Context: an optimization exercise on an open-source flow, tuned for small area. The choices shown serve that exercise and are no tape-out recipe. Function was checked by simulation only, so behaviour that the tests miss may differ from the original. Power figures rest on the tool's default switching activity, not on a simulated workload.

Design reverse, start of the top module:
module reverse (
    input  wire clk,
    input  wire rst_n,
    input  wire uart_rx,
    output wire uart_tx
);
Settings: LEC_CHECK=0, ABC_AREA=0, CAP_MARGIN=20, CORE_MARGIN=2, CORE_UTILIZATION=70, CTS_BUF_LIST=sky130_fd_sc_hd__clkbuf_8, CTS_CLUSTER_DIAMETER=50, CTS_CLUSTER_SIZE=16, SLEW_MARGIN=20; clock period 37.0 ns.
standard.sh (not shown) runs the stock make flow with config.mk's settings and CLKGATE_MAP_FILE= SYNTH_SCRIPT=/design/flow/synth_recipe.tcl, a recipe that flattens the netlist after the stock synthesis.
==> flow/flow/run.sh <==
#!/bin/bash
# Standard ORFS layout (standard.sh), with these changes:
# - after the standard synthesis, the combinational logic between the
#   registers is re-mapped by ABC with an area-oriented script (remap.ys);
#   every register instance is kept as the standard synthesis made it (same
#   name, same cell), only the gates between them change;
# - clock tree: flip-flops clustered 20 to a clkbuf_8, no dummy loads;
# - the port buffers are buf_1 cells.
# Each tool's output goes to a log file of its own in this folder.
set -euo pipefail
W=$(pwd)
LIB=$FLOW_HOME/platforms/$FLOW_PLATFORM/lib/sky130_fd_sc_hd__tt_025C_1v80.lib
R=$W/orfs/results/$FLOW_PLATFORM/reverse/base
STD_ARGS=(
  "CTS_ARGS=-sink_clustering_enable -repair_clock_nets -sink_clustering_size 16 -sink_clustering_max_diameter 40 -buf_list {sky130_fd_sc_hd__clkbuf_4 sky130_fd_sc_hd__clkbuf_8} -sink_clustering_buffer sky130_fd_sc_hd__clkbuf_8 -root_buf sky130_fd_sc_hd__clkbuf_8 -dont_use_dummy_load"
  "BUFFER_PORTS_ARGS=-buffer_cell sky130_fd_sc_hd__buf_1"
)

bash standard.sh synth > $W/std_synth.log 2>&1

cp $R/1_2_yosys.v $W/remap_in.v
DU=$(grep -o 'cell ("sky130_fd_sc_hd__\(lpflow\|probe\)[^"]*")' $LIB | sed 's/cell ("\(.*\)")/-dont_use \1/' | tr '\n' ' ')
sed -e "s|@LIB@|$LIB|g" -e "s|@DU@|$DU|g" -e "s|@IN@|$W/remap_in.v|g" -e "s|@OUT@|$W/remap_out.v|g" \
    flow/remap.ys > $W/remap.ys
yosys -s $W/remap.ys > $W/remap.log 2>&1

# the registers must be the same instances as before
grep -E '^\s*sky130_fd_sc_hd__(df|edf|sdf|dl)\S* ' $W/remap_in.v | sort > $W/regs_in.txt
grep -E '^\s*sky130_fd_sc_hd__(df|edf|sdf|dl)\S* ' $W/remap_out.v | sort > $W/regs_out.txt
cmp $W/regs_in.txt $W/regs_out.txt

cp $W/remap_out.v $R/1_2_yosys.v
bash standard.sh "${STD_ARGS[@]}" finish > $W/std_finish.log 2>&1
Other scripts of this flow, unchanged in this note and not shown: flow/flow/remap.ys
==> next run, changes <==
--- a/flow/flow/run.sh
+++ b/flow/flow/run.sh
@@ -14,3 +14,3 @@
 STD_ARGS=(
-  "CTS_ARGS=-sink_clustering_enable -repair_clock_nets -sink_clustering_size 16 -sink_clustering_max_diameter 40 -buf_list {sky130_fd_sc_hd__clkbuf_4 sky130_fd_sc_hd__clkbuf_8} -sink_clustering_buffer sky130_fd_sc_hd__clkbuf_8 -root_buf sky130_fd_sc_hd__clkbuf_8 -dont_use_dummy_load"
+  "CTS_ARGS=-sink_clustering_enable -repair_clock_nets -sink_clustering_size 22 -sink_clustering_max_diameter 45 -buf_list {sky130_fd_sc_hd__clkbuf_4 sky130_fd_sc_hd__clkbuf_8} -dont_use_dummy_load"
   "BUFFER_PORTS_ARGS=-buffer_cell sky130_fd_sc_hd__buf_1"
The changed run produced a clean layout.
Final area drops by 1.0%.
Die area is unchanged.
Non-clock buffer count does not change.
Hold slack improved by 0.016 ns.
==> next run, changes <==
--- a/flow/flow/run.sh
+++ b/flow/flow/run.sh
@@ -14,3 +14,3 @@
 STD_ARGS=(
-  "CTS_ARGS=-sink_clustering_enable -repair_clock_nets -sink_clustering_size 22 -sink_clustering_max_diameter 45 -buf_list {sky130_fd_sc_hd__clkbuf_4 sky130_fd_sc_hd__clkbuf_8} -dont_use_dummy_load"
+  "CTS_ARGS=-sink_clustering_enable -repair_clock_nets -sink_clustering_size 20 -sink_clustering_max_diameter 50 -buf_list {sky130_fd_sc_hd__clkbuf_4 sky130_fd_sc_hd__clkbuf_8} -dont_use_dummy_load"
   "BUFFER_PORTS_ARGS=-buffer_cell sky130_fd_sc_hd__buf_1"
Outcome: Clock power barely changes. Cell area barely changes. Setup slack degrades by 0.030 ns. Clock-buffer cell count grows by 1. Synthesized area does not change. Cell count barely changes. Synthesized cell count is unchanged. Clock skew goes down by 0.0033 ns. Maximum frequency fell by about 0.35%.

* * *

## fjord
reverse, a different RTL version from the one above (not shown whole).
Size: ~390 cells after synthesis, roughly 4 I/O pins, ~6300 um2 of cells after synthesis.
==> flow/design.v (excerpt) <==
module reverse (
    input  wire clk,
    input  wire rst_n,
    input  wire uart_rx,
    output wire uart_tx
);
    localparam [7:0] C_END   = 8'hff;
    localparam [7:0] C_BIT   = 8'ha0;
    localparam [7:0] C_SHORT = 8'ha8;
    reg s1, s2;
    always @(posedge clk) begin
        s1 <= uart_rx;
        s2 <= s1;
    end
    reg [6:0] p;
    always @(posedge clk or negedge rst_n)
        if (!rst_n) p <= 7'd1;
        else        p <= p + 7'd1;
    reg       run;     
    reg [5:0] j;       
    reg [3:0] n;       
    reg [7:0] c;       
    reg       tx;
    wire       m   = j[5];
    wire [4:0] idx = j[4:0] ^ {5{m}};
    wire match = (p[6:4] == idx[3:1]) && (p[3:1] == 3'd0) && (p[0] == idx[0]);
    wire go   = !run && match && (m || !s2);
    wire tick = run && (c == C_END);
    wire last = n[3] & n[0];   
    reg [127:0] ra, rb;
    wire we  = tick && !m && (n != 4'd0) && !last;
    wire tap = idx[4] ? rb[84] : ra[84];
    always @(posedge clk) begin
        ra <= {ra[126:0], (we && !idx[4]) ? s2 : ra[127]};
        rb <= {rb[126:0], (we &&  idx[4]) ? s2 : rb[127]};
    end
    always @(posedge clk) begin
        c <= {c[6:0], c[7] ^ c[5] ^ c[4] ^ c[3]};
        if (go) begin
            n <= 4'd0;
            c <= m ? C_BIT : C_SHORT;
        end else if (tick) begin
            n <= n + 4'd1;
            c <= C_BIT;
        end
    end
    always @(posedge clk or negedge rst_n) begin
        if (!rst_n) begin
            run <= 1'b0;
            j   <= 6'd0;
            tx  <= 1'b1;
        end else if (go) begin
            run <= 1'b1;
            if (m) tx <= 1'b0;
        end else if (tick) begin
            if (m) tx <= n[3] | tap;
            if (last) begin
                j   <= j + 6'd1;
                run <= 1'b0;
            end
        end
    end
    assign uart_tx = tx;
endmodule
==> flow/config.mk <==
export PLATFORM = sky130hd
export DESIGN_NAME = reverse
export DESIGN_NICKNAME = reverse
export VERILOG_FILES = /design/flow/design.v
export SDC_FILE = /design/flow/constraint.sdc
export NUM_CORES = 4
export LEC_CHECK = 0
export ABC_AREA = 0
export CAP_MARGIN = 20
export CORE_MARGIN = 2
export CORE_UTILIZATION = 70
export CTS_BUF_LIST = sky130_fd_sc_hd__clkbuf_8
export CTS_CLUSTER_DIAMETER = 50
export CTS_CLUSTER_SIZE = 16
export SLEW_MARGIN = 20
==> flow/constraint.sdc <==
create_clock -name core_clock -period 37.0 [get_ports {clk}]
set_input_delay 7.4000 -clock core_clock [delete_from_list [all_inputs] [get_ports {clk}]]
set_output_delay 7.4000 -clock core_clock [all_outputs]
set_load 0.01 [all_outputs]
==> flow/flow/run.sh <==
#!/bin/bash
# Standard ORFS layout (standard.sh), with these changes:
# - after the standard synthesis, the combinational logic between the
#   registers is re-mapped by ABC with an area-oriented script (remap.ys);
#   every register instance is kept as the standard synthesis made it (same
#   name, same cell), only the gates between them change;
# - clock tree: flip-flops clustered 20 to a clkbuf_8, no dummy loads;
# - the port buffers are buf_1 cells.
# Each tool's output goes to a log file of its own in this folder.
set -euo pipefail
W=$(pwd)
LIB=$FLOW_HOME/platforms/$FLOW_PLATFORM/lib/sky130_fd_sc_hd__tt_025C_1v80.lib
R=$W/orfs/results/$FLOW_PLATFORM/reverse/base
STD_ARGS=(
  "CTS_ARGS=-sink_clustering_enable -repair_clock_nets -sink_clustering_size 12 -sink_clustering_max_diameter 45 -buf_list {sky130_fd_sc_hd__clkbuf_4} -dont_use_dummy_load"
  "BUFFER_PORTS_ARGS=-buffer_cell sky130_fd_sc_hd__buf_1"
)

bash standard.sh synth > $W/std_synth.log 2>&1

cp $R/1_2_yosys.v $W/remap_in.v
DU=$(grep -o 'cell ("sky130_fd_sc_hd__\(lpflow\|probe\)[^"]*")' $LIB | sed 's/cell ("\(.*\)")/-dont_use \1/' | tr '\n' ' ')
sed -e "s|@LIB@|$LIB|g" -e "s|@DU@|$DU|g" -e "s|@IN@|$W/remap_in.v|g" -e "s|@OUT@|$W/remap_out.v|g" \
    flow/remap.ys > $W/remap.ys
yosys -s $W/remap.ys > $W/remap.log 2>&1

# the registers must be the same instances as before
grep -E '^\s*sky130_fd_sc_hd__(df|edf|sdf|dl)\S* ' $W/remap_in.v | sort > $W/regs_in.txt
grep -E '^\s*sky130_fd_sc_hd__(df|edf|sdf|dl)\S* ' $W/remap_out.v | sort > $W/regs_out.txt
cmp $W/regs_in.txt $W/regs_out.txt

cp $W/remap_out.v $R/1_2_yosys.v
bash standard.sh "${STD_ARGS[@]}" finish > $W/std_finish.log 2>&1
Other scripts of this flow, unchanged in this note and not shown: flow/flow/remap.ys
fjord finished every stage and its layout cleared the timing, DRC and antenna checks.
## Diff of input files: indigo against fjord
--- a/flow/flow/run.sh
+++ b/flow/flow/run.sh
@@ -15 +15 @@
-  "CTS_ARGS=-sink_clustering_enable -repair_clock_nets -sink_clustering_size 12 -sink_clustering_max_diameter 45 -buf_list {sky130_fd_sc_hd__clkbuf_4} -dont_use_dummy_load"
+  "CTS_ARGS=-sink_clustering_enable -repair_clock_nets -sink_clustering_size 24 -sink_clustering_max_diameter 60 -buf_list {sky130_fd_sc_hd__clkbuf_8 sky130_fd_sc_hd__clkbuf_16} -dont_use_dummy_load"
--- outcome ---
indigo: no failed stages, no open violations at the end
A busiest layer in global routing of met2 is what indigo shows, while met1 belongs to fjord.
On sequential share of layout area: indigo sits below fjord.
Compared with fjord, in indigo final routed wirelength across all metal layers shows an increase of 23%, post-route cell area climbed about 2%, clock-net power increased by 33% relative to the old numbers.
Compared with fjord, in indigo share of the clock period used by the worst path -0.21 points; worst setup slack +77 ps; minimum clock period after layout -77 ps.
What cedar does differently from indigo at the input level:
--- a/flow/flow/run.sh
+++ b/flow/flow/run.sh
@@ -15 +15 @@
-  "CTS_ARGS=-sink_clustering_enable -repair_clock_nets -sink_clustering_size 24 -sink_clustering_max_diameter 60 -buf_list {sky130_fd_sc_hd__clkbuf_8 sky130_fd_sc_hd__clkbuf_16} -dont_use_dummy_load"
+  "CTS_ARGS=-sink_clustering_enable -repair_clock_nets -sink_clustering_size 20 -sink_clustering_max_diameter 50 -buf_list {sky130_fd_sc_hd__clkbuf_4 sky130_fd_sc_hd__clkbuf_8} -dont_use_dummy_load"
Results
Compared indigo against cedar; met3 usage within noise. Of cedar and indigo, cedar shows the higher number of cells in the finished layout apart from fillers, with indigo below it. The proportion of power drawn by combinational gates of cedar and that of indigo are within noise of each other. Delta (cedar minus indigo): overall power consumption decreased 26 uW, wire length of the first global-routing pass decreased 1.6 mm, filler cell count in the final layout increased about 11%.

port drivers added, routing unchanged:
In the flow no input, the clock included, has a driving cell. The finished layouts below were timed again as built, in two steps.
Step 1, drivers: a clkbuf_16 drives clk and a buf_2 each remaining input, both assumed.
Step 2 also shifts input and output timing later by t, the mid clock arrival at the registers, as if the neighbouring blocks saw the same clock.
Slacks: ideal / step 1 / step 2; pairs: ideal / step 1.
run | shift t [ns] | setup slack, ns | worst hold slack (ns)
the first run of note 1 | 0.504 | 28.465 / 28.433 / 28.937 | 0.295 / 0.295 / 0.295
the second run of note 1 | 0.497 | 28.480 / 28.448 / 28.946 | 0.311 / 0.311 / 0.311
the third run of note 1 | 0.491 | 28.449 / 28.418 / 28.909 | 0.310 / 0.310 / 0.310
fjord | 0.595 | 28.353 / 28.323 / 28.918 | 0.313 / 0.313 / 0.313
indigo | 0.518 | 28.430 / 28.399 / 28.917 | 0.313 / 0.313 / 0.313
cedar | 0.494 | 28.506 / 28.474 / 28.967 | 0.301 / 0.301 / 0.301
After both steps every run listed still meets setup and hold.
